From an optimization exercise on the open Yosys and OpenROAD flow, aimed at small area and a short achievable clock period; shortcuts taken in it are not production practice. Only simulation tests tie the RTL to the original design; equivalence was not proved. No activity file was given, so power comes from the tool's default toggle rates.

==> flow/design.v, too long to show whole: its modules and the start of the top module <==
// module top: 21 lines
// module roba_mid: 17 lines
// module roba_expx: 43 lines
// module roba_expy: 29 lines
// module roba_por: 20 lines
// module roba_in: 185 lines
// module roba_sha: 132 lines
// module roba_shb: 121 lines
// module roba_add: 339 lines
// module g_inv: 1 lines
// module g_nand2: 1 lines
// module g_nor2: 1 lines
// module g_xor2: 1 lines
// module g_xnor2: 1 lines
// module g_a21oi: 1 lines
// module g_o21ai: 1 lines
// module g_o22ai: 1 lines
// module g_nor3: 1 lines
// module g_nor4: 1 lines
// module g_and4: 1 lines
// module g_and2: 1 lines
// module g_nand3: 1 lines
// module g_nand4: 1 lines
// module g_a22o: 1 lines
// module g_a31oi: 1 lines
// module g_a41oi: 1 lines
module top (
    input             clk,
    input      [15:0] x,
    input      [15:0] y,
    output reg [31:0] Q_p
);
  // ...
==> flow/flow/run.sh <==
#!/bin/bash
# Own layout flow: the standard ORFS flow with these changes:
#  - synthesis keeps the modules named in KEEP (flattened again at the end, as the standard flow's script
#    does) so that ABC maps each with a script of its own (ABC_PLAN: module:script pairs);
#  - ports get PORT_BUF buffers;
#  - timing repair aims SETUP_MARGIN ns below the clock period.
# Every tool's output goes to a log file in the work folder (and ORFS's own logs under orfs/logs).
set -euo pipefail
WORK=$(pwd)
FLOWDIR=$WORK/flow
source $FLOWDIR/settings.sh

cp config.mk my_config.mk
cat >> my_config.mk <<EOC
export SETUP_SLACK_MARGIN = ${SETUP_MARGIN}
export TNS_END_PERCENT = 100
export BUFFER_PORTS_ARGS = -buffer_cell ${PORT_BUF}
export SYNTH_KEEP_MODULES = ${KEEP:-}
EOC
[ -n "${EXTRA_MK:-}" ] && printf '%b\n' "$EXTRA_MK" >> my_config.mk

# synthesis script: the standard flow's, with abc run once per module of ABC_PLAN, each with its own script
{
  echo "proc abc {args} {"
  echo "  set i [lsearch -exact \$args -script]"
  echo "  foreach {mod scr} {${ABC_PLAN}} {"
  echo "    set a \$args"
  echo "    lset a [expr {\$i + 1}] $FLOWDIR/\$scr"
  echo "    if {[string match roba_exp* \$mod]} { foreach c {${EXP_DU:-}} { lappend a -dont_use \$c } }"
  echo "    yosys abc {*}\$a \$mod"
  echo "  }"
  echo "}"
  cat synth_recipe.tcl
} > my_synth.tcl

make -C "$FLOW_HOME" DESIGN_CONFIG=$WORK/my_config.mk WORK_HOME=$WORK/orfs CLKGATE_MAP_FILE= \
  SYNTH_SCRIPT=$WORK/my_synth.tcl finish > $WORK/make_finish.log 2>&1

RES=$WORK/orfs/results/$FLOW_PLATFORM/top/base
: # left out here: write the final layout as DEF
==> flow/flow/amap.abc <==
strash; dch -f; amap
==> flow/flow/exp.abc <==
strash; dch -f; map -D 900; topo; buffer -N 8; upsize -D 900; dnsize -D 900; stime -p
==> flow/flow/gate.abc <==
strash; map -a
==> flow/flow/settings.sh <==
SETUP_MARGIN=9.0
PORT_BUF=sky130_fd_sc_hd__buf_1
KEEP="roba_expx roba_expy g_a21oi g_inv g_nand2 g_nor2 g_nor3 g_o21ai g_o22ai g_xnor2 g_xor2 "
ABC_PLAN="roba_expx exp.abc roba_expy exp.abc g_* gate.abc top amap.abc"
EXTRA_MK='export ADDER_MAP_FILE =
export CTS_BUF_LIST = sky130_fd_sc_hd__clkbuf_8
export CTS_CLUSTER_SIZE = 32
export CTS_CLUSTER_DIAMETER = 60
export SKIP_GATE_CLONING = 1
export REMOVE_ABC_BUFFERS = 1'
EXP_DU="sky130_fd_sc_hd__nor4_* sky130_fd_sc_hd__nor3_* sky130_fd_sc_hd__or4_* sky130_fd_sc_hd__or3_* sky130_fd_sc_hd__a211oi_* sky130_fd_sc_hd__a2111oi_* sky130_fd_sc_hd__o2111ai_* sky130_fd_sc_hd__a311oi_* sky130_fd_sc_hd__o311ai_* sky130_fd_sc_hd__a41oi_* sky130_fd_sc_hd__o41ai_* sky130_fd_sc_hd__nor4b_* sky130_fd_sc_hd__nor3b_* sky130_fd_sc_hd__or2_* sky130_fd_sc_hd__and4_* sky130_fd_sc_hd__a221oi_* sky130_fd_sc_hd__o221ai_*"
==> flow/standard.sh <==
#!/bin/bash
# synth_recipe.tcl (not shown) runs the flow's synth.tcl, then flattens the netlist and writes it again
# the make line also repeats each setting of config.mk as NAME=value (left out here)
make -C /OpenROAD-flow-scripts/flow DESIGN_CONFIG=/design/flow/config.mk WORK_HOME=/design/flow/orfs CLKGATE_MAP_FILE= SYNTH_SCRIPT=/design/flow/synth_recipe.tcl "${@:-finish}"
==> flow/config.mk <==
export PLATFORM = sky130hd
export DESIGN_NAME = top
export DESIGN_NICKNAME = top
export VERILOG_FILES = /design/flow/design.v
export SDC_FILE = /design/flow/constraint.sdc
export NUM_CORES = 8
export LEC_CHECK = 0
export CAP_MARGIN = 20
export CORE_MARGIN = 2
export CORE_UTILIZATION = 40
export SLEW_MARGIN = 20
==> flow/constraint.sdc <==
create_clock -name core_clock -period 14.0 [get_ports {clk}]
set_input_delay 2.8000 -clock core_clock [delete_from_list [all_inputs] [get_ports {clk}]]
set_output_delay 2.8000 -clock core_clock [all_outputs]
set_load 0.01 [all_outputs]
==> impl_metrics.csv, run 1 <==
group,metric,value,unit
outcome,status,"finished clean",
power,p_seq,0.258,mW
power,power_leakage,2.16,nW
power,irDropWorstVdd,0.0000514,V
timing,max-slew-margin-rel,0.331,
power,switching_share,0.426,
synth,ys_seq_elements,65,
cts,clock_latency,0.35,ns
route,first_iter_violations,359,
timing,worst_slack,9.55,ns
setup_path,critPathTopFamily,"compound AO/OA/AOI/OAI gates",
setup_path,cpPeakStageDelay,0.39,ns
final_layout,reg_top3,"Q_p: 32 flops, ax_r: 16 flops, ay_r: 16 flops",
timing,max_freq,225,MHz
setup_path,critPathCaptureType,"flop",
final_layout,layout.area.seq,1300,sq um
final_layout,multiInputCombCellCount,705,
final_layout,seq_cell_count,65,
power,pg_clk,0.130,mW
cts,cts_root_buffer,"clkbuf_8",
grt,grt_pass1_wl,23.5,mm
synth,synth_cells,846,
route,met2_length,6.24,mm
power,p_comb,0.448,mW
timing,whs,0.843,ns
die,num_rows,43,
cts,clock_sinks,65,
die,coreArea,13700,sq um
die,die_width,122,um
timing,worst_pin_slew,1.00,ns
final_layout,largest_cell_class,"multi-input gates",
grt,grt_max_degree,33,
==> inputs of run 2 (changes only) <==
--- a/flow/flow/settings.sh
+++ b/flow/flow/settings.sh
@@ -1,3 +1,3 @@
-SETUP_MARGIN=9.0
+SETUP_MARGIN=9.45
 PORT_BUF=sky130_fd_sc_hd__buf_1
 KEEP="roba_expx roba_expy g_a21oi g_inv g_nand2 g_nor2 g_nor3 g_o21ai g_o22ai g_xnor2 g_xor2 "
==> run 2 against run 1 <==
  * Largest power group unchanged
  * Clock-buffer cell count unchanged
  * Critical path depth is 1 higher
  * Largest cell class unchanged
  * Highest routed layer unchanged
  * Sequential share of layout area fell by 0.32 points
  * Critical path type unchanged
  * Total power up 0.95%
  * Final area increased by 1.6%
  * Final cell count about the same
  * Combinational power rose by 2%
  * Utilization grew 0.71 points
  * Worst setup slack improved by 0.20 ns
==> impl_metrics.csv, run 2 <==
group,metric,value,unit
final_layout,fill_cells,1507,
setup_path,critPathCaptureType,"flop",
route,wirelength,14.4,mm
route,num_vias,5796,
final_layout,instances_no_fill,1112,
placed_design,hpwlAfterDp,11.4,mm
final_layout,layout.area.seq,1300,sq um
setup_path,startpoint_type,"flop",
route,ant_nets,0,
timing,finalSetupTns,0,ns
placed_design,gp_congestion,0.872,
route,top_layer_used,"met4",
synth,ys_seq_elements,65,
cts,numCtsBuffers,9,
placed_design,port_buffers,64,
timing,setup_viol,0,
synth,synth_area_leaders,"dfxtp_1 23%, xnor2_1 15%, o22ai_1 14%, nor2_1 11%, nand2_1 7.8%",
timing,post-route-period-util,0.303,
power,power.total,0.843,mW
power,comb_power_share,0.541,
synth,async_reset_ff_frac,0,
power,p_seq_frac,0.305,
die,die_area,14800,sq um
grt,antenna_found_initial,0,
timing,slew_viol_final,0,
route,wl_met1,6.92,mm
grt,track_usage,0.197,
placed_design,place_area,6040,sq um
timing,max-slew-margin-rel,0.335,
timing,hold_viol,0,
timing,worst_pin_slew,0.997,ns
power,switching_share,0.426,
final_layout,reg_top3,"Q_p: 32 flops, ax_r: 16 flops, ay_r: 16 flops",
final_layout,area_delta_synth_final,14.7,%
setup_path,cp.required,14.29,ns
outcome,status,"finished clean",
route,viasPerCell,5.21,
cts,cts_tree,"built",
flow_run,drv_cap,0,
power,p_switching,0.359,mW
synth,synth_area_leader_cell,"dfxtp_1",
timing,whs,0.840,ns
synth,seq_area_frac_synth,0.234,
grt,grt-ovfl-total,0,
final_layout,drive_gt1_frac,0.0655,
die,num_rows,43,
setup_path,cp_max_fo,16,
setup_path,path_class,"reg -> reg",
timing,max_freq,235,MHz
setup_path,cp.arrival,4.54,ns
die,io_pins,65,
synth,yosysUniqueCellTypes,34,
synth,syn_area,5550,sq um
die,die_width,122,um
final_layout,largest_reg_flops,32,
die,coreArea,13700,sq um
synth,synth.top_cell.area_share,0.234,
route,first_pass_iters,6,
final_layout,mostFrequentLayoutCells,"159 x nor2_1, 116 x nand2_1, 114 x o22ai_1",
final_layout,multi_input_area,4070,sq um
cts,ctsLongestPathBuffers,2,
grt,grt_pass1_wl,23.6,mm
final_layout,num_antenna_cells,0,
synth,avgSynthCellArea,6.56,sq um
route,met2_length,6.30,mm
power,irDropWorstVdd,0.0000517,V
timing,min_period,4.25,ns
power,power_leakage,2.19,nW
cts,cts_root_buffer,"clkbuf_8",
worst_hold_path,hold_path.class,"reg -> reg",
final_layout,final_common_cell,"nor2_1",
cts,clk_pin_slew,0.07,ns
synth,synth_flop_cell,"dfxtp_1",
synth,synthTopCellsByCount,"163 x nor2_1, 123 x o22ai_1, 116 x nand2_1",
timing,rsz0062_at_grt,"no",
route,drc,0,
synth,synth.most_common_cell,"nor2_1",
power,p_clk_frac,0.154,
route,dr_wl_met3,642,um
power,power_density,132,nW/um^2
final_layout,num-nets-final,963,
route,first_iter_violations,367,
route,wl_per_cell,12.9,um
final_layout,stdcell_area,6360,sq um
die,initial_core_util,0.405,
grt,first_global_vias,5033,
cts,ctsHtreeMaxLevel,3,
power,p_int,0.484,mW
synth,synth_edf_count,0,
final_layout,top_register,"Q_p",
timing,skew,0.00897,ns
grt,grt_max_degree,33,
cts,clock_latency,0.36,ns
placed_design,placedCellCount,1092,
synth,synth_cells,846,
die,die_h,122,um
cts,clock_sinks,65,
synth,yosys_warnings,2,
## run 2: cell counts after synthesis
No cell type changed its count.
## run 2: through the flow
step	util	setup WS [ns]
finish	0.464	9.75
global route	0.464	9.43
CTS	0.455	9.45
detailed placement	0.440	8.48
global placement	0.440	8.69
floorplan	-	8.10
## run 2: power by group through the flow
stage	logic (mW)	registers (mW)	clock network (mW)
after floorplan	0.321	0.274	0
after global placement	0.433	0.263	0
after detailed placement	0.436	0.262	0
after CTS	0.445	0.258	0.136
after global routing	0.509	0.263	0.144
final	0.455	0.257	0.130
## run 2: routing by layer
metal / GRT usage / vias to the layer above
li1: - / 3108
met1: 0.257 / 2515
met2: 0.320 / 145
met3: 0.0286 / 28
met4: 0.0934 / 0
met5: 0 / -
## run 2: timing repair
action	CTS	global route
pin swaps	2	3
gates resized for setup	13	24
setup endpoints to repair	19	19
hold buffers	0	0
setup buffers	3	4
## run 2: critical path: stages (launching register included)
cell and delay (ns):
dfxtp_1 0.37, nor2_4 0.15, nand3_4 0.12, nor2_1 0.17, nand2_1 0.07, a22oi_1 0.18, o211ai_1 0.15, a2111o_2 0.56
inv_4 0.18, o22ai_1 0.13, o22ai_1 0.23, o22ai_1 0.15, nor2_1 0.26, nand2_1 0.10, o21ai_0 0.34, a21oi_1 0.13
o21ai_2 0.14, a21oi_2 0.09, buf_4 0.17, buf_4 0.13, o21ai_0 0.21, xor2_1 0.16
## run 2: worst paths after layout
check,end,start,slack (ns),depth (start not counted)
max reg2reg,Q_p[27],ax_r[14],9.75,21
min,Q_p[31],s_r,0.84,0
min reg2reg,Q_p[31],s_r,0.84,0
max,Q_p[27],ax_r[14],9.75,21
## run 2: layout make-up
class                      count  share of cell area
timing repair buffer          76              0.0525
sequential                    65               0.205
clock buffer                  10              0.0216
clock inverter                 3             0.00197
multi-input combinational    705               0.639
inverter                      73              0.0448
tap                          180              0.0354
## run 2: kinds of logic (layout without fill, tap and decap cells)
kind of cell,after synthesis,count (layout),share of synthesized area
AO/OA/AOI/OAI,261,261,0.276
XOR/XNOR,123,123,0.194
buffers and inverters,76,162,0.0530
flip-flops,65,65,0.234
AND/OR/NAND/NOR,321,321,0.243
## run 2: per-module statistics from Yosys (local to each module, per instance), excerpt
module / flops+latches / cells
g_nor3: 0 / 1
g_xnor2: 0 / 1
g_nor2: 0 / 1
g_a21oi: 0 / 1
g_inv: 0 / 1
g_nand2: 0 / 1
top: 65 / 91
roba_expy: 0 / 44
roba_expx: 0 / 102
g_o21ai: 0 / 1
==> inputs of run 3 (changes only) <==
--- a/flow/flow/settings.sh
+++ b/flow/flow/settings.sh
@@ -1,3 +1,3 @@
-SETUP_MARGIN=9.45
+SETUP_MARGIN=9.4
 PORT_BUF=sky130_fd_sc_hd__buf_1
 KEEP="roba_expx roba_expy g_a21oi g_inv g_nand2 g_nor2 g_nor3 g_o21ai g_o22ai g_xnor2 g_xor2 "
==> run 3 against run 2 <==
  * Sequential power about the same
  * Register-to-register slack about the same
  * Flip-flop and latch count unchanged
  * Via count increased by 0.36%
  * Global-route usage unchanged
  * Utilization decreased by 0.39 points
  * Maximum frequency increased by 0.19%
  * Clock skew about the same
==> impl_metrics.csv, run 3 <==
group,metric,value,unit
route,num_vias,5817,
synth,synth_area_leader_cell,"dfxtp_1",
synth,async_reset_ff_frac,0,
setup_path,cp.required,14.25,ns
timing,rsz0062_at_grt,"no",
setup_path,critPathSlowestCell,"a2111o_2",
grt,antenna_found_initial,0,
route,wirelength,14.3,mm
final_layout,reg_top3,"Q_p: 32 flops, ax_r: 16 flops, ay_r: 16 flops",
grt,track_usage,0.197,
synth,avgSynthCellArea,6.56,sq um
grt,grt_max_degree,33,
synth,synth_compound_area_frac,0.276,
cts,cts_tree,"built",
grt,grt-ovfl-total,0,
setup_path,crit_buf_inv,4,
die,die_width,122,um
grt,first_global_vias,5033,
setup_path,critPathCaptureType,"flop",
setup_path,startpoint_type,"flop",
timing,worst_slack,9.76,ns
die,die_h,122,um
synth,syn_area,5550,sq um
outcome,status,"finished clean",
setup_path,path_class,"reg -> reg",
timing,skew,0.00895,ns
timing,setup_viol,0,
die,io_pins,65,
power,switching_share,0.426,
die,initial_core_util,0.405,
timing,min_period,4.24,ns
synth,synth_cells,846,
worst_hold_path,hold_path.class,"reg -> reg",
timing,max_freq,236,MHz
placed_design,gp_congestion,0.872,
timing,max-slew-margin-rel,0.331,
route,viasPerCell,5.24,
synth,synth_top_family_by_area,"compound AO/OA/AOI/OAI gates",
setup_path,cp.arrival,4.49,ns
die,num_rows,43,
synth,synthMuxAreaShare,0,
setup_path,cp_max_fo,26,
synth,synth.most_common_cell,"nor2_1",
die,die_area,14800,sq um
cts,numCtsBuffers,9,
power,p_int,0.482,mW
synth,synth_flop_cell,"dfxtp_1",
timing,post-route-period-util,0.303,
placed_design,hpwlAfterDp,11.4,mm
cts,cts_root_buffer,"clkbuf_8",
cts,ctsLongestPathBuffers,2,
synth,ys_seq_elements,65,
setup_path,cpPeakStageDelay,0.45,ns
setup_path,critPathTopFamily,"compound AO/OA/AOI/OAI gates",
final_layout,num_antenna_cells,0,
cts,ctsHtreeMaxLevel,3,
grt,grt_pass1_wl,23.6,mm
power,comb_power_share,0.539,
final_layout,largest_reg_flops,32,
synth,synth_area_leaders,"dfxtp_1 23%, xnor2_1 15%, o22ai_1 14%, nor2_1 11%, nand2_1 7.8%",
timing,finalSetupTns,0,ns
synth,synthSimpleGateAreaFrac,0.243,
power,irDropWorstVdd,0.0000521,V
synth,synth.top_cell.area_share,0.234,
route,drc,0,
synth,synth-xor-area-share,0.194,
power,p_switching,0.358,mW
timing,worst_pin_slew,1.00,ns
power,power_leakage,2.17,nW
final_layout,instances_no_fill,1111,
synth,yosys_warnings,2,
synth,synth_edf_count,0,
route,first_pass_iters,7,
final_layout,mostFrequentLayoutCells,"161 x nor2_1, 122 x o22ai_1, 116 x nand2_1",
synth,synth_fa_ha_area_frac,0,
final_layout,final_common_cell,"nor2_1",
cts,clock_latency,0.36,ns
flow_run,drv_cap,0,
final_layout,top_register,"Q_p",
placed_design,placedCellCount,1092,
cts,clk_pin_slew,0.07,ns
cts,clock_sinks,65,
placed_design,port_buffers,64,
power,p_clk_frac,0.155,
route,ant_nets,0,
final_layout,drive_gt1_frac,0.0537,
timing,slew_viol_final,0,
final_layout,area_delta_synth_final,13.7,%
power,power_density,133,nW/um^2
synth,synthTopCellsByCount,"163 x nor2_1, 123 x o22ai_1, 116 x nand2_1",
route,wl_per_cell,12.9,um
setup_path,path_cells,"inv_1, nand3_1, nor2_2, o21ai_1, buf_4, o21ai_0, a2111o_2, inv_4, o22ai_1, o22ai_1, o22ai_1, o22ai_1, nor2_1, nor2_1, nand2_1, nor2_1, clkinv_1, nor2_1, a21oi_1, xnor2_1",
power,p_seq_frac,0.306,
final_layout,fill_cells,1505,
placed_design,dp_slack,8.48,ns
final_layout,num-nets-final,962,
route,first_iter_violations,380,
timing,hold_viol,0,
die,coreArea,13700,sq um
synth,seq_area_frac_synth,0.234,
synth,yosysUniqueCellTypes,34,
-- run 3: timing repair --
action                                  in CTS  in global routing
resized for setup                           12                 13
pin swaps                                    2                  1
hold buffers                                 0                  0
endpoints found under the setup margin      19                 22
setup buffers                                3                  3
-- run 3: metal layers --
layer / vias to the layer above / share of wire / GRT usage
met5: - / 0 / 0
met4: 0 / 0.034 / 0.0934
met3: 33 / 0.045 / 0.0286
met2: 166 / 0.44 / 0.320
met1: 2512 / 0.48 / 0.257
li1: 3106 / - / -
-- run 3: path summary, 6_finish.rpt --
path                 from       to  slack [ns]  cells past startpoint
hold / removal        s_r  Q_p[31]        0.84                      0
hold reg to reg       s_r  Q_p[31]        0.84                      0
setup reg to reg  ax_r[9]  Q_p[25]        9.76                     20
setup / recovery  ax_r[9]  Q_p[25]        9.76                     20
-- run 3: per-module statistics from Yosys, one instance, submodules excluded --
module,flops+latches,cells inside,cell area (sq um)
roba_expx,0,102,581
roba_expy,0,44,204
g_nor3,0,1,5.00
g_a21oi,0,1,5.00
g_o21ai,0,1,5.00
g_nand2,0,1,3.75
g_nor2,0,1,3.75
g_xor2,0,1,8.76
g_inv,0,1,3.75
g_xnor2,0,1,8.76
top,65,91,1470
g_o22ai,0,1,6.26
-- run 3: metrics by stage --
| stage | area, sq um | power, mW | hold slack, ns | util |
|---|---|---|---|---|
| after global routing | 6310 | 0.912 | 0.876 | 0.460 |
| after detailed placement | 6040 | 0.699 | 0.875 | 0.440 |
| after floorplan | 5530 | 0.596 | 0.820 | - |
| after CTS | 6240 | 0.840 | 0.875 | 0.455 |
| after global placement | 6040 | 0.696 | 0.884 | 0.440 |
| final | 6310 | 0.840 | 0.843 | 0.460 |
-- run 3: area by class of cell --
cell class | instances | area, sq um | area share
tap | 180 | 225 | 0.0357
inverter | 73 | 289 | 0.0458
sequential | 65 | 1300 | 0.206
multi-input combinational | 705 | 4010 | 0.635
timing repair buffer | 75 | 335 | 0.0531
clock buffer | 10 | 138 | 0.0218
clock inverter | 3 | 12.5 | 0.00198
-- run 3: power by group through the flow --
stage               clock [mW]  sequential (mW)  combinational, mW
floorplan                    0            0.274              0.321
global placement             0            0.263              0.433
detailed placement           0            0.262              0.436
CTS                      0.136            0.258              0.445
global route             0.144            0.263              0.505
finish                   0.130            0.257              0.453
-- run 3: worst reg2reg max path, stage by stage (launching register included) --
cell      delay, ns
dfxtp_1        0.44
inv_1          0.14
nand3_1        0.12
nor2_2         0.07
o21ai_1        0.09
buf_4          0.29
o21ai_0        0.13
a2111o_2       0.45
inv_4          0.16
o22ai_1        0.14
o22ai_1        0.23
o22ai_1        0.15
o22ai_1        0.38
nor2_1         0.13
nor2_1         0.24
nand2_1        0.13
nor2_1         0.30
clkinv_1       0.19
nor2_1         0.14
a21oi_1        0.08
xnor2_1        0.12
-- run 3: cells by family (layout without fill, tap and decap cells) --
kind of cell | after synthesis | in the layout
simple gates | 321 | 321
buf+inv | 76 | 161
flops | 65 | 65
compound gates | 261 | 261
xor+xnor | 123 | 123
==> inputs of run 4 (changes only) <==
--- a/flow/flow/settings.sh
+++ b/flow/flow/settings.sh
@@ -1,3 +1,3 @@
-SETUP_MARGIN=9.4
+SETUP_MARGIN=9.5
 PORT_BUF=sky130_fd_sc_hd__buf_1
 KEEP="roba_expx roba_expy g_a21oi g_inv g_nand2 g_nor2 g_nor3 g_o21ai g_o22ai g_xnor2 g_xor2 "
@@ -8,4 +8,5 @@
 export CTS_CLUSTER_DIAMETER = 60
 export SKIP_GATE_CLONING = 1
-export REMOVE_ABC_BUFFERS = 1'
+export REMOVE_ABC_BUFFERS = 1
+export SKIP_CTS_REPAIR_TIMING = 1'
 EXP_DU="sky130_fd_sc_hd__nor4_* sky130_fd_sc_hd__nor3_* sky130_fd_sc_hd__or4_* sky130_fd_sc_hd__or3_* sky130_fd_sc_hd__a211oi_* sky130_fd_sc_hd__a2111oi_* sky130_fd_sc_hd__o2111ai_* sky130_fd_sc_hd__a311oi_* sky130_fd_sc_hd__o311ai_* sky130_fd_sc_hd__a41oi_* sky130_fd_sc_hd__o41ai_* sky130_fd_sc_hd__nor4b_* sky130_fd_sc_hd__nor3b_* sky130_fd_sc_hd__or2_* sky130_fd_sc_hd__and4_* sky130_fd_sc_hd__a221oi_* sky130_fd_sc_hd__o221ai_*"
==> run 4 against run 3 <==
  * Flip-flop and latch count stayed put
  * First-iteration DRC count is 14% lower
  * Maximum frequency is 0.52% lower
  * Via count is 1.7% higher
  * Final cell count is 1.1% higher
  * Final area is 4.0% higher
  * Utilization is 1.8 points higher
  * Register-to-register slack worse by 0.02 ns
  * Sequential share of layout area is 0.79 points lower
  * Synthesized area stayed put
  * Clock skew hardly changed
  * Total power is 3.6% higher
  * Largest power group unchanged
==> impl_metrics.csv, run 4 <==
group,metric,value,unit
worst_hold_path,hold_path_end,"Q_p[31]",
timing,slew_viol_final,0,
setup_path,timing.critical_path.mode_cell,"o22ai_1",
cts,numCtsBuffers,9,
setup_path,cp.arrival,4.55,ns
synth,synth_cells,846,
final_layout,instances_no_fill,1123,
placed_design,hpwlAfterDp,11.4,mm
final_layout,reg_top3,"Q_p: 32 flops, ax_r: 16 flops, ay_r: 16 flops",
setup_path,cp.required,14.29,ns
timing,max-slew-margin-rel,0.321,
power,p_switching,0.372,mW
synth,ys_seq_elements,65,
synth,synth.top_cell.area_share,0.234,
timing,finalSetupTns,0,ns
final_layout,num_antenna_cells,0,
die,die_width,122,um
worst_hold_path,hp-start,"s_r",
setup_path,critPathSlowestCell,"a2111o_2",
timing,hold_viol,0,
cts,clk_pin_slew,0.07,ns
route,wl_per_cell,13.2,um
placed_design,dp_slack,8.48,ns
final_layout,num-nets-final,974,
power,p_clk_frac,0.150,
timing,worst_slack,9.74,ns
grt,antenna_found_initial,0,
grt,track_usage,0.195,
power,p_int,0.499,mW
die,num_rows,43,
synth,synth.most_common_cell,"nor2_1",
power,comb_power_share,0.555,
final_layout,drive_gt1_frac,0.0923,
flow_run,drv_cap,0,
route,ant_nets,0,
final_layout,largest_reg_flops,32,
cts,cts_tree,"built",
placed_design,placedCellCount,1092,
placed_design,gp_congestion,0.872,
grt,grt_pass1_wl,23.3,mm
final_layout,stdcell_area,6560,sq um
setup_path,cp_max_fo,10,
timing,whs,0.849,ns
synth,synth_edf_count,0,
synth,syn_area,5550,sq um
die,coreArea,13700,sq um
synth,yosys_warnings,2,
power,power_density,133,nW/um^2
final_layout,mostFrequentLayoutCells,"154 x nor2_1, 116 x nand2_1, 107 x o22ai_1",
setup_path,path_cells,"nor2_4, nand3_4, nor2_1, nand2_1, a22oi_1, o211ai_1, a2111o_2, buf_4, o22ai_1, o22ai_1, o22ai_1, nor2_1, nand2_1, o21ai_0, a21oi_1, o21ai_4, a21oi_4, clkinvlp_4, a21oi_1, xnor2_1",
cts,clock_sinks,65,
grt,grt_max_degree,33,
synth,synth_flop_cell,"dfxtp_1",
setup_path,path_class,"reg -> reg",
synth,avgSynthCellArea,6.56,sq um
synth,async_reset_ff_frac,0,
final_layout,top_register,"Q_p",
setup_path,r2r_end,"Q_p[21]",
setup_path,r2r_start,"ax_r[14]",
die,die_h,122,um
synth,synth_area_leader_cell,"dfxtp_1",
grt,grt-ovfl-total,0,
timing,max_freq,235,MHz
cts,ctsHtreeMaxLevel,3,
setup_path,worst-r2r-setup-slack,9.74,ns
die,io_pins,65,
route,wirelength,14.8,mm
outcome,status,"finished clean",
timing,worst_pin_slew,1.02,ns
power,irDropWorstVdd,0.0000522,V
worst_hold_path,hold_path.class,"reg -> reg",
timing,min_period,4.26,ns
timing,rsz0062_at_grt,"yes",
power,p_seq_frac,0.296,
synth,synth_area_leaders,"dfxtp_1 23%, xnor2_1 15%, o22ai_1 14%, nor2_1 11%, nand2_1 7.8%",
placed_design,place_area,6040,sq um
worst_hold_path,hold_depth,0,
route,first_pass_iters,6,
cts,cts_root_buffer,"clkbuf_8",
setup_path,startpoint_type,"flop",
die,die_area,14800,sq um
cts,ctsLongestPathBuffers,2,
final_layout,area_delta_synth_final,18.2,%
route,num_vias,5917,
power,switching_share,0.427,
cts,clock_latency,0.36,ns
grt,first_global_vias,4996,
route,drc,0,
route,viasPerCell,5.27,
setup_path,worst-r2r-cell-count,20,
synth,seq_area_frac_synth,0.234,
setup_path,cpPeakStageDelay,0.49,ns
timing,setup_viol,0,
route,first_iter_violations,327,
power,power_leakage,2.23,nW
die,initial_core_util,0.405,
synth,yosysUniqueCellTypes,34,
setup_path,critPathCaptureType,"flop",
synth,synthTopCellsByCount,"163 x nor2_1, 123 x o22ai_1, 116 x nand2_1",
timing,skew,0.00882,ns
final_layout,final_common_cell,"nor2_1",
timing,post-route-period-util,0.304,
placed_design,port_buffers,64,
## run 4: cell counts after synthesis
No cell type changed its count.
## run 4: logic make-up (layout without fill, tap and decap cells)
| family | count (synthesis) | count (layout) | share of synthesized area |
|---|---|---|---|
| buffers and inverters | 76 | 173 | 0.0530 |
| AO/OA/AOI/OAI | 261 | 261 | 0.276 |
| AND/OR/NAND/NOR | 321 | 321 | 0.243 |
| XOR/XNOR | 123 | 123 | 0.194 |
| flip-flops | 65 | 65 | 0.234 |
## run 4: modules after synthesis, one instance, submodules excluded
| module | cells inside | times used | cell area [sq um] | flops+latches |
|---|---|---|---|---|
| g_a21oi | 1 | 28 | 5.00 | 0 |
| g_inv | 1 | 51 | 3.75 | 0 |
| g_nand2 | 1 | 97 | 3.75 | 0 |
| g_nor2 | 1 | 143 | 3.75 | 0 |
| g_nor3 | 1 | 1 | 5.00 | 0 |
| g_o21ai | 1 | 43 | 5.00 | 0 |
| g_o22ai | 1 | 123 | 6.26 | 0 |
| g_xnor2 | 1 | 92 | 8.76 | 0 |
| g_xor2 | 1 | 31 | 8.76 | 0 |
| roba_expx | 102 | 1 | 581 | 0 |
| roba_expy | 44 | 1 | 204 | 0 |
| top | 91 | 1 | 1470 | 65 |
## run 4: critical path, delay by kind of cell, from the launching register on
family	cells	cell delay, ns
AOI/OAI and AO/OA	11	2.50
xor gates and xnor gates	1	0.14
buffers and inverters	2	0.42
DFF	1	0.37
and+or+nand+nor	6	0.77
## run 4: worst max-delay path by stage
stage                         from      end  slack (ns)  cells after the start
after floorplan           ax_r[15]  Q_p[24]        8.10                     16
after global routing      ay_r[11]  Q_p[21]        9.38                     21
after detailed placement  ax_r[11]  Q_p[24]        8.48                     20
final                     ax_r[14]  Q_p[21]        9.74                     20
after global placement    ax_r[11]  Q_p[19]        8.69                     20
after CTS                 ax_r[11]  Q_p[24]        8.47                     20
## run 4: final cells by class
type | instances | area, sq um
Multi-Input combinational cell | 705 | 4160
Sequential cell | 65 | 1300
Timing Repair Buffer | 87 | 419
Clock inverter | 3 | 12.5
Fill cell | 1488 | 7160
Inverter | 73 | 300
Tap cell | 180 | 225
Clock buffer | 10 | 138
## run 4: layer usage
metal	global-route usage	vias up	share of wire
li1	-	3129	-
met2	0.316	142	0.45
met5	0	-	0
met4	0.0934	0	0.030
met1	0.256	2619	0.48
met3	0.0286	27	0.040
## run 4: power groups by stage
stage               registers [mW]  clock network, mW  logic (mW)
finish                       0.258              0.130       0.483
CTS                          0.258              0.136       0.438
global route                 0.263              0.144       0.533
detailed placement           0.262                  0       0.436
floorplan                    0.274                  0       0.321
global placement             0.263                  0       0.433
## run 4: stage by stage
stage	util	total power [mW]
after detailed placement	0.440	0.699
after global placement	0.440	0.696
final	0.478	0.871
after CTS	0.451	0.833
after floorplan	-	0.596
after global routing	0.478	0.940
==> inputs of run 5 (changes only) <==
--- a/flow/flow/settings.sh
+++ b/flow/flow/settings.sh
@@ -1,3 +1,3 @@
-SETUP_MARGIN=9.5
+SETUP_MARGIN=9.4
 PORT_BUF=sky130_fd_sc_hd__buf_1
 KEEP="roba_expx roba_expy g_a21oi g_inv g_nand2 g_nor2 g_nor3 g_o21ai g_o22ai g_xnor2 g_xor2 "
@@ -9,4 +9,4 @@
 export SKIP_GATE_CLONING = 1
 export REMOVE_ABC_BUFFERS = 1
-export SKIP_CTS_REPAIR_TIMING = 1'
+export PLACE_DENSITY = 0.75'
 EXP_DU="sky130_fd_sc_hd__nor4_* sky130_fd_sc_hd__nor3_* sky130_fd_sc_hd__or4_* sky130_fd_sc_hd__or3_* sky130_fd_sc_hd__a211oi_* sky130_fd_sc_hd__a2111oi_* sky130_fd_sc_hd__o2111ai_* sky130_fd_sc_hd__a311oi_* sky130_fd_sc_hd__o311ai_* sky130_fd_sc_hd__a41oi_* sky130_fd_sc_hd__o41ai_* sky130_fd_sc_hd__nor4b_* sky130_fd_sc_hd__nor3b_* sky130_fd_sc_hd__or2_* sky130_fd_sc_hd__and4_* sky130_fd_sc_hd__a221oi_* sky130_fd_sc_hd__o221ai_*"
==> run 5 against run 4 <==
  * Still clean
  * Utilization down 0.91 points
  * Critical path depth is the same
  * Maximum frequency down 0.79%
  * Global-route usage decreased by 0.27 points
  * Worst setup slack worse by 0.034 ns
  * Register-to-register slack got worse by 0.03 ns
  * Clock-buffer cell count rose by 2
  * Hold slack lost 0.0023 ns
  * Final cell count fell by 0.89%
  * Critical path type unchanged
  * Largest cell class unchanged
  * Largest power group unchanged
  * Highest routed layer unchanged
==> impl_metrics.csv, run 5 <==
group,metric,value,unit
route,ant_nets,0,
synth,synth.most_common_cell,"nor2_1",
final_layout,final_common_cell,"nor2_1",
grt,grt-ovfl-total,0,
cts,ctsLongestPathBuffers,2,
synth,async_reset_ff_frac,0,
final_layout,largest_reg_flops,32,
cts,clock_latency,0.36,ns
cts,ctsHtreeMaxLevel,3,
power,power_density,136,nW/um^2
route,wirelength,14.1,mm
synth,syn_area,5550,sq um
die,die_area,14800,sq um
grt,grt_max_degree,33,
timing,worst_pin_slew,1.00,ns
final_layout,multi_input_area,4090,sq um
timing,post-route-period-util,0.307,
power,irDropWorstVdd,0.0000473,V
final_layout,num-nets-final,961,
synth,yosysUniqueCellTypes,34,
final_layout,drive_gt1_frac,0.0665,
die,coreArea,13700,sq um
synth,synthTopCellsByCount,"163 x nor2_1, 123 x o22ai_1, 116 x nand2_1",
setup_path,critPathCaptureType,"flop",
synth,seq_area_frac_synth,0.234,
placed_design,hpwlAfterDp,10.8,mm
synth,synth.top_cell.area_share,0.234,
timing,setup_viol,0,
cts,cts_root_buffer,"clkbuf_8",
cts,hold_buffers,0,
timing,hold_viol,0,
synth,synth_cells,846,
timing,finalSetupTns,0,ns
die,die_width,122,um
setup_path,cp_max_fo,16,
timing,max_freq,233,MHz
final_layout,area_delta_synth_final,15.9,%
setup_path,path_class,"reg -> reg",
setup_path,cp.required,14.29,ns
die,initial_core_util,0.405,
grt,track_usage,0.193,
synth,synth_edf_count,0,
flow_run,drv_cap,0,
timing,max-slew-margin-rel,0.330,
synth,synth_area_leader_cell,"dfxtp_1",
setup_path,startpoint_type,"flop",
outcome,status,"finished clean",
final_layout,fill_cells,1430,
route,viasPerCell,5.32,
final_layout,layout.area.seq,1300,sq um
cts,numCtsBuffers,9,
timing,rsz0062_at_grt,"no",
route,drc,0,
route,wl_per_cell,12.6,um
grt,antenna_found_initial,0,
synth,yosys_warnings,2,
final_layout,num_antenna_cells,0,
cts,clk_pin_slew,0.07,ns
die,num_rows,43,
cts,cts_tree,"built",
route,first_pass_iters,8,
synth,synth_flop_cell,"dfxtp_1",
synth,synth_area_leaders,"dfxtp_1 23%, xnor2_1 15%, o22ai_1 14%, nor2_1 11%, nand2_1 7.8%",
final_layout,top_register,"Q_p",
timing,skew,0.00864,ns
grt,grt_pass1_wl,23.4,mm
worst_hold_path,hold_path.class,"reg -> reg",
final_layout,reg_top3,"Q_p: 32 flops, ax_r: 16 flops, ay_r: 16 flops",
power,power_leakage,2.22,nW
cts,clock_sinks,65,
route,num_vias,5926,
synth,ys_seq_elements,65,
placed_design,gp_congestion,0.948,
die,die_h,122,um
synth,avgSynthCellArea,6.56,sq um
final_layout,mostFrequentLayoutCells,"161 x nor2_1, 116 x nand2_1, 113 x o22ai_1",
route,first_iter_violations,477,
timing,whs,0.847,ns
die,io_pins,65,
grt,first_global_vias,5080,
timing,min_period,4.30,ns
setup_path,cp.arrival,4.58,ns
timing,slew_viol_final,0,
placed_design,port_buffers,64,
run 5: cell type report:
type,instances,share of cell area
tap,180,0.0350
timing repair buffer,74,0.0507
clock buffer,12,0.0257
sequential,65,0.202
clock inverter,4,0.00661
multi-input combinational,705,0.636
inverter,73,0.0439
run 5: what timing repair did:
item / CTS / global route
setup endpoints to repair: 23 / 22
hold endpoints to repair: 0 / 0
resized for setup: 15 / 24
pin swaps: 1 / 2
buffers inserted: 1 / 6
run 5: critical path, stage by stage, from the launching register on:
cell and delay [ns]:
dfxtp_1 0.36, nor2_4 0.19, nand3_4 0.12, inv_2 0.11
nand4_4 0.12, nor2_1 0.27, nand2_1 0.09, a2111o_2 0.50
clkinv_2 0.18, o22ai_1 0.14, o22ai_1 0.29, o22ai_1 0.15
o22ai_1 0.42, nor2_1 0.12, nor2_1 0.16, nand2_1 0.09
o21ai_0 0.22, a21oi_2 0.11, buf_4 0.19, o21ai_0 0.23
xor2_1 0.17
run 5: cell families (layout without fill, tap and decap cells):
| family | after synthesis | in the layout | share of synthesized area |
|---|---|---|---|
| simple gates | 321 | 321 | 0.243 |
| compound gates | 261 | 261 | 0.276 |
| xor+xnor | 123 | 123 | 0.194 |
| buf+inv | 76 | 163 | 0.0530 |
| flops | 65 | 65 | 0.234 |
run 5: power breakdown:
part	leakage (nW)	switching, mW	internal, mW	total, mW
logic	1.56	0.268	0.187	0.455
registers	0.549	0.0254	0.232	0.257
clock network	0.115	0.0675	0.0952	0.163
run 5: final timing paths:
check / from / end / slack, ns / cells past startpoint
worst min register to register: s_r / Q_p[31] / 0.85 / 0
worst max register to register: ax_r[15] / Q_p[17] / 9.70 / 20
worst min-delay path: s_r / Q_p[31] / 0.85 / 0
worst max-delay path: ax_r[15] / Q_p[17] / 9.70 / 20
run 5: through the flow:
stage | setup slack, ns | cell area [sq um] | utilization | total power, mW | cells
after floorplan | 8.10 | 5530 | - | 0.596 | 843
final | 9.70 | 6430 | 0.469 | 0.875 | 1113
after detailed placement | 8.18 | 6020 | 0.439 | 0.694 | 1090
after global routing | 9.37 | 6430 | 0.469 | 0.946 | 1113
after global placement | 8.35 | 6020 | 0.439 | 0.689 | 1090
after CTS | 9.41 | 6280 | 0.458 | 0.865 | 1107
run 5: per-module statistics from Yosys (local to each module, per instance), excerpt:
module	cells inside	times used	cell area [sq um]	flip-flops and latches
g_a21oi	1	28	5.00	0
g_inv	1	51	3.75	0
g_nand2	1	97	3.75	0
g_nor2	1	143	3.75	0
g_nor3	1	1	5.00	0
g_o21ai	1	43	5.00	0
g_xor2	1	31	8.76	0
roba_expx	102	1	581	0
roba_expy	44	1	204	0
top	91	1	1470	65
run 5: per-layer routing:
layer	track usage	part of all wire	wire [um]
met1	0.262	0.46	6510
met2	0.288	0.43	6030
met3	0.0356	0.070	990
met4	0.103	0.038	538
met5	0	0	0
==> inputs of run 6 (changes only) <==
--- a/flow/flow/settings.sh
+++ b/flow/flow/settings.sh
@@ -9,4 +9,4 @@
 export SKIP_GATE_CLONING = 1
 export REMOVE_ABC_BUFFERS = 1
-export PLACE_DENSITY = 0.75'
+export PLACE_DENSITY = 0.45'
 EXP_DU="sky130_fd_sc_hd__nor4_* sky130_fd_sc_hd__nor3_* sky130_fd_sc_hd__or4_* sky130_fd_sc_hd__or3_* sky130_fd_sc_hd__a211oi_* sky130_fd_sc_hd__a2111oi_* sky130_fd_sc_hd__o2111ai_* sky130_fd_sc_hd__a311oi_* sky130_fd_sc_hd__o311ai_* sky130_fd_sc_hd__a41oi_* sky130_fd_sc_hd__o41ai_* sky130_fd_sc_hd__nor4b_* sky130_fd_sc_hd__nor3b_* sky130_fd_sc_hd__or2_* sky130_fd_sc_hd__and4_* sky130_fd_sc_hd__a221oi_* sky130_fd_sc_hd__o221ai_*"
==> run 6 against run 5 <==
  * Still clean on timing, DRC and antenna
  * Clock skew grew 0.0033 ns
  * Flip-flop and latch count is the same
  * Hold slack gained 0.018 ns
  * Non-clock buffer count grew 6
  * Die area is the same
  * Utilization grew 1.6 points
  * Clock-buffer cell count shrank 2
  * Final area grew 3.4%
  * Clock power grew 38%
  * Largest cell class unchanged
  * Highest routed layer unchanged
==> impl_metrics.csv, run 6 <==
group,metric,value,unit
timing,min_period,4.29,ns
setup_path,cp.arrival,4.60,ns
final_layout,fill_cells,1455,
final_layout,layout.area.seq,1300,sq um
cts,clock_sinks,65,
cts,hold_buffers,0,
route,drc,0,
cts,cts_tree,"built",
timing,skew,0.0120,ns
die,num_rows,43,
route,first_pass_iters,7,
placed_design,port_buffers,64,
setup_path,worst-r2r-setup-slack,9.71,ns
cts,numCtsBuffers,9,
die,die_area,14800,sq um
final_layout,stdcell_area,6660,sq um
cts,cts_root_buffer,"clkbuf_8",
grt,grt-ovfl-total,0,
synth,synth_fa_ha_area_frac,0,
synth,synth_top_family_by_area,"compound AO/OA/AOI/OAI gates",
timing,worst_pin_slew,1.05,ns
worst_hold_path,hold_path.class,"reg -> reg",
final_layout,area_delta_synth_final,19.9,%
final_layout,num-nets-final,967,
power,power.total,0.964,mW
setup_path,r2r_end,"Q_p[28]",
synth,yosysUniqueCellTypes,34,
synth,synthMuxAreaShare,0,
timing,setup_viol,0,
grt,first_global_vias,5221,
power,irDropWorstVdd,0.0000430,V
route,first_iter_violations,468,
power,power_density,145,nW/um^2
synth,synthTopCellsByCount,"163 x nor2_1, 123 x o22ai_1, 116 x nand2_1",
setup_path,path_class,"reg -> reg",
synth,avgSynthCellArea,6.56,sq um
setup_path,critPathCaptureType,"flop",
setup_path,crit_start,"ax_r[9]",
route,num_vias,6004,
synth,yosys_warnings,2,
synth,ys_seq_elements,65,
timing,finalSetupTns,0,ns
die,die_h,122,um
timing,slew_viol_final,0,
synth,async_reset_ff_frac,0,
final_layout,fin_util,0.485,
placed_design,gp_congestion,0.867,
route,ant_nets,0,
placed_design,placedCellCount,1092,
timing,hold_viol,0,
grt,grt_max_degree,33,
flow_run,drv_cap,0,
setup_path,cp.required,14.30,ns
synth,synth_flop_cell,"dfxtp_1",
route,viasPerCell,5.37,
die,initial_core_util,0.405,
synth,synth_edf_count,0,
setup_path,cp_max_fo,26,
synth,syn_area,5550,sq um
synth,synth_area_leader_cell,"dfxtp_1",
final_layout,drive_gt1_frac,0.100,
placed_design,place_area,6040,sq um
die,coreArea,13700,sq um
final_layout,multi_input_area,4200,sq um
synth,seq_area_frac_synth,0.234,
final_layout,largest_reg_flops,32,
final_layout,top_register,"Q_p",
synth,synth-xor-area-share,0.194,
setup_path,worst-r2r-cell-count,20,
final_layout,num_antenna_cells,0,
timing,rsz0062_at_grt,"no",
setup_path,startpoint_type,"flop",
synth,synth_compound_area_frac,0.276,
cts,clock_latency,0.38,ns
final_layout,final_common_cell,"nor2_1",
timing,max-slew-margin-rel,0.299,
grt,track_usage,0.218,
power,power_leakage,2.30,nW
die,io_pins,65,
synth,synth_cells,846,
final_layout,instances_no_fill,1119,
grt,antenna_found_initial,0,
cts,ctsLongestPathBuffers,2,
synth,synthSimpleGateAreaFrac,0.243,
synth,synth_area_leaders,"dfxtp_1 23%, xnor2_1 15%, o22ai_1 14%, nor2_1 11%, nand2_1 7.8%",
grt,grt_pass1_wl,25.6,mm
setup_path,cp-endpoint,"Q_p[28]",
cts,clk_pin_slew,0.09,ns
route,wirelength,16.2,mm
final_layout,mostFrequentLayoutCells,"156 x nor2_1, 116 x nand2_1, 96 x o22ai_1",
synth,synth.most_common_cell,"nor2_1",
synth,synth.top_cell.area_share,0.234,
final_layout,reg_top3,"Q_p: 32 flops, ax_r: 16 flops, ay_r: 16 flops",
timing,post-route-period-util,0.307,
route,wl_per_cell,14.5,um
placed_design,hpwlAfterDp,12.6,mm
cts,ctsHtreeMaxLevel,3,
timing,max_freq,233,MHz
die,die_width,122,um
setup_path,r2r_start,"ax_r[9]",
outcome,status,"finished clean",
[run 6: worst max-delay path, stage by stage, from the launching register on]
cell and delay [ns]:
dfxtp_1 0.44, inv_1 0.14, nand3_1 0.12, nor2_2 0.07
o21ai_1 0.09, clkbuf_8 0.28, o21ai_0 0.12, a2111o_2 0.53
clkinv_2 0.18, o22ai_1 0.14, o22ai_1 0.30, o22ai_1 0.23
o22ai_2 0.28, nor2_1 0.11, nor2_1 0.23, nand2_1 0.18
nor2_4 0.22, clkinv_1 0.14, nor2_1 0.13, a21oi_1 0.10
xnor2_1 0.19
[run 6: repair_timing]
item,CTS,global route
gates cloned,0,0
endpoints found under the setup margin,22,20
resized for setup,13,51
pin swaps,2,4
buffers inserted,3,8
endpoints found under the hold margin,0,0
[run 6: cells by family after synthesis]
logic type | after synthesis
simple gates | 321
compound gates | 261
xor+xnor | 123
buf+inv | 76
flops | 65
[run 6: power by group]
| part | switching [mW] | total, mW | internal (mW) |
|---|---|---|---|
| sequential | 0.0259 | 0.257 | 0.232 |
| clock | 0.0830 | 0.225 | 0.142 |
| combinational | 0.285 | 0.482 | 0.196 |
[run 6: final cells by class]
cell class,instances,area share
clock buffers,10,0.0207
clock inverters,6,0.0207
inverters,73,0.0429
multi-input cells,705,0.631
flip-flops and latches,65,0.196
well taps,180,0.0338
repair buffers,80,0.0553
[run 6: per-layer routing]
metal | up-vias | global-route usage | part of all wire | wire [um]
met5 | - | 0 | 0 | 0
met1 | 2699 | 0.271 | 0.45 | 7270
met3 | 26 | 0.0309 | 0.042 | 684
li1 | 3118 | - | - | -
met4 | 0 | 0.0884 | 0.027 | 432
met2 | 161 | 0.379 | 0.48 | 7850
[run 6: per-module statistics from Yosys, one instance, submodules excluded]
module / area, sq um / times used / flip-flops and latches / cells inside
top: 1470 / 1 / 65 / 91
roba_expx: 581 / 1 / 0 / 102
roba_expy: 204 / 1 / 0 / 44
g_xnor2: 8.76 / 92 / 0 / 1
g_xor2: 8.76 / 31 / 0 / 1
g_o22ai: 6.26 / 123 / 0 / 1
g_a21oi: 5.00 / 28 / 0 / 1
g_nor3: 5.00 / 1 / 0 / 1
g_o21ai: 5.00 / 43 / 0 / 1
g_inv: 3.75 / 51 / 0 / 1
g_nand2: 3.75 / 97 / 0 / 1
g_nor2: 3.75 / 143 / 0 / 1
[run 6: per-stage QoR]
stage	setup WS (ns)	hold slack [ns]
4_1_cts	9.41	0.874
3_5_place_dp	8.40	0.880
6_report	9.71	0.865
5_1_grt	9.38	0.901
3_3_place_gp	8.43	0.872
2_1_floorplan	8.10	0.820
[run 6: worst min path at each step]
stage | from | to | cells past startpoint
finish | s_r | Q_p[31] | 0
global route | s_r | Q_p[31] | 0
CTS | s_r | Q_p[31] | 0
detailed placement | s_r | Q_p[31] | 0
global placement | s_r | Q_p[31] | 0
floorplan | ax_r[0] | Q_p[1] | 7
==> inputs of run 7 (changes only) <==
==> flow/flow/settings.sh (replaced) <==
SETUP_MARGIN=9.4
PORT_BUF=sky130_fd_sc_hd__buf_1
KEEP="roba_expx roba_expy g_a21oi g_inv g_nand2 g_nor2 g_nor3 g_o21ai g_o22ai g_xnor2 g_xor2 "
ABC_PLAN="roba_expx exp.abc roba_expy exp.abc g_* gate.abc top amap.abc"
EXTRA_MK='export ADDER_MAP_FILE =
export CTS_BUF_LIST = sky130_fd_sc_hd__clkbuf_4 sky130_fd_sc_hd__clkbuf_8
export CTS_CLUSTER_SIZE = 32
export CTS_CLUSTER_DIAMETER = 60
export SKIP_GATE_CLONING = 1
export REMOVE_ABC_BUFFERS = 1'
EXP_DU="sky130_fd_sc_hd__nor4_* sky130_fd_sc_hd__nor3_* sky130_fd_sc_hd__or4_* sky130_fd_sc_hd__or3_* sky130_fd_sc_hd__a211oi_* sky130_fd_sc_hd__a2111oi_* sky130_fd_sc_hd__o2111ai_* sky130_fd_sc_hd__a311oi_* sky130_fd_sc_hd__o311ai_* sky130_fd_sc_hd__a41oi_* sky130_fd_sc_hd__o41ai_* sky130_fd_sc_hd__nor4b_* sky130_fd_sc_hd__nor3b_* sky130_fd_sc_hd__or2_* sky130_fd_sc_hd__and4_* sky130_fd_sc_hd__a221oi_* sky130_fd_sc_hd__o221ai_*"
==> run 7 against run 6 <==
  * Total power is 12% lower
  * Via count is 3.1% lower
  * Synthesized cell count stayed put
  * Clock-buffer cell count is 2 higher
  * Critical path type unchanged
  * Highest routed layer unchanged
  * Synthesized area stayed put
  * Largest cell class unchanged
  * Still clean on timing, DRC and antenna
  * Die area stayed put
  * Combinational power is 6.2% lower
  * Clock power is about 40% lower
  * Hold slack worse by 0.020 ns
  * Clock skew is 0.0022 ns lower
  * Final cell count is 0.71% lower
  * Worst setup slack better by 0.027 ns
==> impl_metrics.csv, run 7 <==
group,metric,value,unit
synth,synth_edf_count,0,
setup_path,r2r_end,"Q_p[25]",
timing,rsz0062_at_grt,"yes",
die,die_area,14800,sq um
final_layout,mostFrequentLayoutCells,"161 x nor2_1, 122 x o22ai_1, 116 x nand2_1",
grt,antenna_found_initial,0,
grt,grt_pass1_wl,23.6,mm
setup_path,path_class,"reg -> reg",
timing,setup_viol,0,
timing,max_freq,234,MHz
timing,finalSetupTns,0,ns
cts,ctsLongestPathBuffers,2,
final_layout,layout.area.seq,1300,sq um
synth,ys_seq_elements,65,
cts,clk_pin_slew,0.07,ns
power,switching_share,0.423,
final_layout,largest_reg_flops,32,
timing,min_period,4.27,ns
synth,synth_area_leaders,"dfxtp_1 23%, xnor2_1 15%, o22ai_1 14%, nor2_1 11%, nand2_1 7.8%",
cts,ctsHtreeMaxLevel,3,
setup_path,cp-endpoint,"Q_p[25]",
synth,synth.most_common_cell,"nor2_1",
final_layout,area_delta_synth_final,13.8,%
setup_path,critPathSlowestCell,"a2111o_2",
power,p_switching,0.357,mW
synth,synthTopCellsByCount,"163 x nor2_1, 123 x o22ai_1, 116 x nand2_1",
setup_path,critPathCaptureType,"flop",
worst_hold_path,hold_path.class,"reg -> reg",
power,p_int,0.488,mW
route,ant_nets,0,
cts,clock_sinks,65,
cts,cts_tree,"built",
setup_path,path_cells,"inv_1, nand3_1, nor2_2, o21ai_1, buf_4, o21ai_0, a2111o_2, inv_4, o22ai_1, o22ai_1, o22ai_1, o22ai_1, nor2_1, nor2_1, nand2_1, nor2_1, clkinv_1, nor2_1, a21oi_1, xnor2_1",
die,io_pins,65,
final_layout,num-nets-final,962,
timing,slew_viol_final,0,
die,die_h,122,um
route,viasPerCell,5.24,
grt,grt_max_degree,33,
placed_design,gp_congestion,0.872,
setup_path,cp.arrival,4.51,ns
die,initial_core_util,0.405,
synth,synth_area_leader_cell,"dfxtp_1",
power,power.total,0.845,mW
die,num_rows,43,
route,wl_per_cell,12.9,um
timing,hold_viol,0,
power,p_seq_frac,0.305,
cts,cts_root_buffer,"clkbuf_8",
timing,skew,0.00980,ns
route,num_vias,5818,
cts,clock_latency,0.35,ns
power,power_leakage,2.17,nW
synth,synth.top_cell.area_share,0.234,
setup_path,startpoint_type,"flop",
route,drc,0,
synth,synth_cells,846,
setup_path,r2r_start,"ax_r[9]",
power,comb_power_share,0.535,
grt,grt-ovfl-total,0,
setup_path,cpPeakStageDelay,0.45,ns
synth,yosys_warnings,2,
grt,track_usage,0.197,
cts,numCtsBuffers,9,
synth,seq_area_frac_synth,0.234,
final_layout,drive_gt1_frac,0.0559,
placed_design,port_buffers,64,
timing,post-route-period-util,0.305,
timing,worst_pin_slew,1.02,ns
synth,synth_flop_cell,"dfxtp_1",
setup_path,cp_max_fo,26,
die,coreArea,13700,sq um
synth,yosysUniqueCellTypes,34,
setup_path,worst-r2r-setup-slack,9.73,ns
timing,max-slew-margin-rel,0.323,
route,first_iter_violations,417,
setup_path,worst-r2r-cell-count,20,
synth,async_reset_ff_frac,0,
cts,hold_buffers,0,
power,irDropWorstVdd,0.0000509,V
route,wirelength,14.3,mm
grt,first_global_vias,5050,
route,first_pass_iters,5,
outcome,status,"finished clean",
placed_design,hpwlAfterDp,11.4,mm
die,die_width,122,um
final_layout,top_register,"Q_p",
power,power_density,134,nW/um^2
setup_path,cp.required,14.24,ns
flow_run,drv_cap,0,
final_layout,final_common_cell,"nor2_1",
final_layout,fill_cells,1505,
power,p_clk_frac,0.160,
final_layout,reg_top3,"Q_p: 32 flops, ax_r: 16 flops, ay_r: 16 flops",
synth,avgSynthCellArea,6.56,sq um
final_layout,num_antenna_cells,0,
final_layout,multi_input_area,4010,sq um
setup_path,crit_start,"ax_r[9]",
synth,syn_area,5550,sq um
==> run 7: cell counts after synthesis <==
Identical to the previous run, type by type.
==> run 7: stage by stage <==
stage	cells	setup WS [ns]	util	hold slack, ns	instance area (sq um)
floorplan	843	8.10	-	0.820	5530
global placement	1092	8.69	0.440	0.884	6040
detailed placement	1092	8.48	0.440	0.875	6040
CTS	1108	9.40	0.455	0.871	6240
global route	1111	9.37	0.460	0.874	6320
finish	1111	9.73	0.460	0.845	6320
==> run 7: how the worst min path moves through the flow <==
stage,start,endpoint,cells past startpoint
final,s_r,Q_p[31],0
after global routing,s_r,Q_p[31],0
after CTS,s_r,Q_p[31],0
after detailed placement,s_r,Q_p[31],0
after global placement,s_r,Q_p[31],0
after floorplan,ax_r[0],Q_p[1],7
==> run 7: layout make-up <==
class                      instances  area share
clock buffer                      12      0.0242
multi-input combinational        705       0.634
clock inverter                     1    0.000792
tap                              180      0.0357
timing repair buffer              75      0.0531
inverter                          73      0.0458
sequential                        65       0.206
==> run 7: kinds of logic after synthesis <==
family / Yosys count / synth area share
AOI/OAI and AO/OA: 261 / 0.276
and+or+nand+nor: 321 / 0.243
DFF: 65 / 0.234
buffers and inverters: 76 / 0.0530
xor gates and xnor gates: 123 / 0.194
==> run 7: worst max-delay path: cells and delay by family (launching register included) <==
family	cells	cell delay, ns
compound gates	8	1.67
simple gates	7	1.13
xor+xnor	1	0.12
buf+inv	4	0.78
flops	1	0.44
==> run 7: repair_timing <==
action                     CTS  global route
resized for setup           12            13
setup endpoints to repair   19            22
pin swaps                    2             1
cloned                       0             0
setup buffers                3             3
==> run 7: Yosys stat by module, one instance, submodules excluded <==
module     cells  flip-flops and latches
g_xor2         1                       0
g_xnor2        1                       0
roba_expx    102                       0
g_nor3         1                       0
g_o22ai        1                       0
g_a21oi        1                       0
roba_expy     44                       0
g_o21ai        1                       0
g_nor2         1                       0
g_inv          1                       0
g_nand2        1                       0
top           91                      65
==> run 7: per-layer routing <==
metal  vias to the layer above  GRT usage  share of wire
li1                       3111          -              -
met1                      2513      0.256           0.48
met2                       170      0.322           0.44
met3                        24     0.0286          0.050
met4                         0     0.0912          0.031
met5                         -          0              0
==> run 7: power by group through the flow <==
stage | clock network (mW) | logic (mW) | registers, mW
2_1_floorplan | 0 | 0.321 | 0.274
3_3_place_gp | 0 | 0.433 | 0.263
3_5_place_dp | 0 | 0.436 | 0.262
4_1_cts | 0.142 | 0.445 | 0.258
5_1_grt | 0.149 | 0.505 | 0.263
6_report | 0.135 | 0.452 | 0.258
==> inputs of run 8 (changes only) <==
--- a/flow/flow/settings.sh
+++ b/flow/flow/settings.sh
@@ -4,5 +4,5 @@
 ABC_PLAN="roba_expx exp.abc roba_expy exp.abc g_* gate.abc top amap.abc"
 EXTRA_MK='export ADDER_MAP_FILE =
-export CTS_BUF_LIST = sky130_fd_sc_hd__clkbuf_4 sky130_fd_sc_hd__clkbuf_8
+export CTS_BUF_LIST = sky130_fd_sc_hd__clkbuf_4 sky130_fd_sc_hd__clkbuf_16
 export CTS_CLUSTER_SIZE = 32
 export CTS_CLUSTER_DIAMETER = 60
==> run 8 against run 7 <==
  * Final area rose by 1.9%
  * Critical endpoint unchanged
  * First-iteration DRC count down 25%
  * Sequential power barely moved
  * Still clean
  * Clock power grew 43%
==> impl_metrics.csv, run 8 <==
group,metric,value,unit
timing,post-route-period-util,0.303,
worst_hold_path,hold_path.class,"reg -> reg",
synth,yosys_warnings,2,
setup_path,cp.arrival,4.47,ns
cts,ctsLongestPathBuffers,2,
cts,cts_tree,"built",
power,power_density,141,nW/um^2
synth,synth_cells,846,
setup_path,cp_max_fo,16,
timing,hold_viol,0,
power,irDropWorstVdd,0.0000727,V
die,num_rows,43,
final_layout,mostFrequentLayoutCells,"159 x nor2_1, 116 x nand2_1, 115 x o22ai_1",
setup_path,cpPeakStageDelay,0.56,ns
final_layout,drive_gt1_frac,0.0634,
grt,grt_pass1_wl,23.7,mm
timing,max_freq,236,MHz
synth,synth_flop_cell,"dfxtp_1",
die,die_h,122,um
grt,first_global_vias,5074,
final_layout,stdcell_area,6440,sq um
final_layout,num-nets-final,962,
setup_path,crit_start,"ax_r[14]",
synth,synth.top_cell.area_share,0.234,
final_layout,final_common_cell,"nor2_1",
route,num_vias,5846,
cts,clock_latency,0.34,ns
cts,clk_pin_slew,0.05,ns
route,viasPerCell,5.26,
setup_path,cp.required,14.23,ns
grt,track_usage,0.198,
timing,slew_viol_final,0,
synth,seq_area_frac_synth,0.234,
placed_design,port_buffers,64,
route,first_pass_iters,5,
cts,ctsHtreeMaxLevel,3,
final_layout,area_delta_synth_final,16.0,%
die,coreArea,13700,sq um
final_layout,reg_top3,"Q_p: 32 flops, ax_r: 16 flops, ay_r: 16 flops",
setup_path,path_cells,"nor2_4, nand3_4, nor2_1, nand2_1, a22oi_1, o211ai_1, a2111o_2, inv_4, o22ai_1, o22ai_1, o22ai_1, o22ai_1, nor2_1, nor2_1, a21oi_1, o21ai_2, clkinv_1, o21ai_0, a21oi_1, xnor2_1",
synth,synth_area_leaders,"dfxtp_1 23%, xnor2_1 15%, o22ai_1 14%, nor2_1 11%, nand2_1 7.8%",
flow_run,drv_cap,0,
timing,max-slew-margin-rel,0.317,
setup_path,timing.critical_path.mode_cell,"o22ai_1",
placed_design,dp_slack,8.48,ns
timing,worst_slack,9.76,ns
timing,worst_pin_slew,1.02,ns
grt,antenna_found_initial,0,
synth,synthTopCellsByCount,"163 x nor2_1, 123 x o22ai_1, 116 x nand2_1",
timing,finalSetupTns,0,ns
power,power_leakage,2.22,nW
cts,cts_root_buffer,"clkbuf_16",
synth,syn_area,5550,sq um
die,die_area,14800,sq um
die,initial_core_util,0.405,
synth,async_reset_ff_frac,0,
final_layout,num_antenna_cells,0,
final_layout,largest_reg_flops,32,
synth,yosysUniqueCellTypes,34,
timing,rsz0062_at_grt,"no",
route,drc,0,
synth,avgSynthCellArea,6.56,sq um
timing,min_period,4.24,ns
route,first_iter_violations,313,
cts,numCtsBuffers,9,
final_layout,top_register,"Q_p",
timing,setup_viol,0,
die,io_pins,65,
synth,ys_seq_elements,65,
grt,grt-ovfl-total,0,
placed_design,place_area,6040,sq um
setup_path,r2r_start,"ax_r[14]",
grt,grt_max_degree,33,
route,wl_per_cell,13.1,um
synth,synth.most_common_cell,"nor2_1",
synth,synth_area_leader_cell,"dfxtp_1",
die,die_width,122,um
timing,skew,0.00758,ns
route,wirelength,14.5,mm
placed_design,gp_congestion,0.872,
setup_path,critPathCaptureType,"flop",
setup_path,critPathSlowestCell,"a2111o_2",
placed_design,hpwlAfterDp,11.4,mm
cts,clock_sinks,65,
setup_path,startpoint_type,"flop",
worst_hold_path,hp-start,"s_r",
cts,hold_buffers,0,
outcome,status,"finished clean",
setup_path,path_class,"reg -> reg",
route,ant_nets,0,
synth,synth_edf_count,0,
final_layout,fill_cells,1489,
run 8: where the power goes:
part / leakage, nW / total (mW) / internal [mW] / switching (mW)
Combinational: 1.55 / 0.456 / 0.186 / 0.270
Sequential: 0.549 / 0.258 / 0.232 / 0.0260
Clock: 0.126 / 0.193 / 0.119 / 0.0735
run 8: path summary, 6_finish.rpt:
check	depth (start not counted)	to	slack [ns]
max	20	Q_p[25]	9.76
min	0	Q_p[31]	0.85
max reg2reg	20	Q_p[25]	9.76
min reg2reg	0	Q_p[31]	0.85
run 8: per-layer routing:
| metal | global-route usage | vias to the layer above | routed length (um) |
|---|---|---|---|
| met5 | 0 | - | 0 |
| met4 | 0.0920 | 0 | 477 |
| met3 | 0.0309 | 27 | 692 |
| met2 | 0.324 | 164 | 6450 |
| met1 | 0.256 | 2546 | 6890 |
| li1 | - | 3109 | - |
run 8: critical path, delay by kind of cell, from the launching register on:
family | cells | cell delay [ns]
flops | 1 | 0.36
simple gates | 6 | 0.75
buf+inv | 2 | 0.35
xor+xnor | 1 | 0.12
compound gates | 11 | 2.53
run 8: layout make-up:
class                           instances  area, sq um  area share
Timing Repair Buffer                   75          329      0.0511
Clock buffer                           11          240      0.0373
Inverter                               73          284      0.0441
Sequential cell                        65         1300       0.202
Clock inverter                          2         8.76     0.00136
Multi-Input combinational cell        705         4050       0.629
Tap cell                              180          225      0.0350
run 8: cell families after synthesis:
| kind of cell | synth area share |
|---|---|
| DFF | 0.234 |
| and+or+nand+nor | 0.243 |
| AOI/OAI and AO/OA | 0.276 |
| buffers and inverters | 0.0530 |
| xor gates and xnor gates | 0.194 |
run 8: modules after synthesis (local to each module, per instance), a selection:
module,cells inside,flip-flops and latches,copies in the design
roba_expy,44,0,1
g_o21ai,1,0,43
top,91,65,1
g_o22ai,1,0,123
g_nor3,1,0,1
g_xor2,1,0,31
run 8: through the flow:
step,hold slack (ns),util,power [mW],cells
2_1_floorplan,0.820,-,0.596,843
3_3_place_gp,0.884,0.440,0.696,1092
3_5_place_dp,0.875,0.440,0.699,1092
4_1_cts,0.876,0.462,0.901,1107
5_1_grt,0.880,0.469,0.976,1111
6_report,0.852,0.469,0.907,1111
run 8: what timing repair did:
item,CTS,global route
endpoints found under the hold margin,0,0
gates resized for setup,12,22
buffers inserted,2,4
pin swaps,2,2
setup endpoints to repair,19,19
gates cloned,0,0

[separate check: timing with driven ports]
How much do the figures lean on ideal ports? The routed layouts below were timed once more, with nothing changed but the port constraints. Step 1 (the two cells are an assumption about what drives the block):
set clk [get_ports {clk}]
set_driving_cell -lib_cell sky130_fd_sc_hd__clkbuf_16 $clk
set_driving_cell -lib_cell sky130_fd_sc_hd__buf_2 [delete_from_list [all_inputs] $clk]
Step 2 also shifts input and output timing later by t, the mid clock arrival at the registers, as if the neighbouring blocks saw the same clock. Three values: ideal, step 1, step 2; two values: the first two.
run	t (ns)	setup slack, ns	latest minus earliest clock arrival (ns)
run 1	0.389	9.555 / 9.555 / 9.555	0.008 / 0.009
run 2	0.389	9.753 / 9.753 / 9.689	0.009 / 0.009
run 3	0.392	9.761 / 9.761 / 9.682	0.009 / 0.009
run 4	0.391	9.739 / 9.739 / 9.682	0.009 / 0.009
run 5	0.389	9.705 / 9.705 / 9.660	0.009 / 0.009
run 6	0.407	9.706 / 9.706 / 9.639	0.012 / 0.012
run 7	0.387	9.733 / 9.733 / 9.675	0.010 / 0.009
run 8	0.379	9.762 / 9.762 / 9.679	0.007 / 0.008
After both steps setup and hold are still met in every run listed. The setup slack of run 8, which loses most, moves by 0.000 ns with the drivers and by -0.083 ns with both steps.
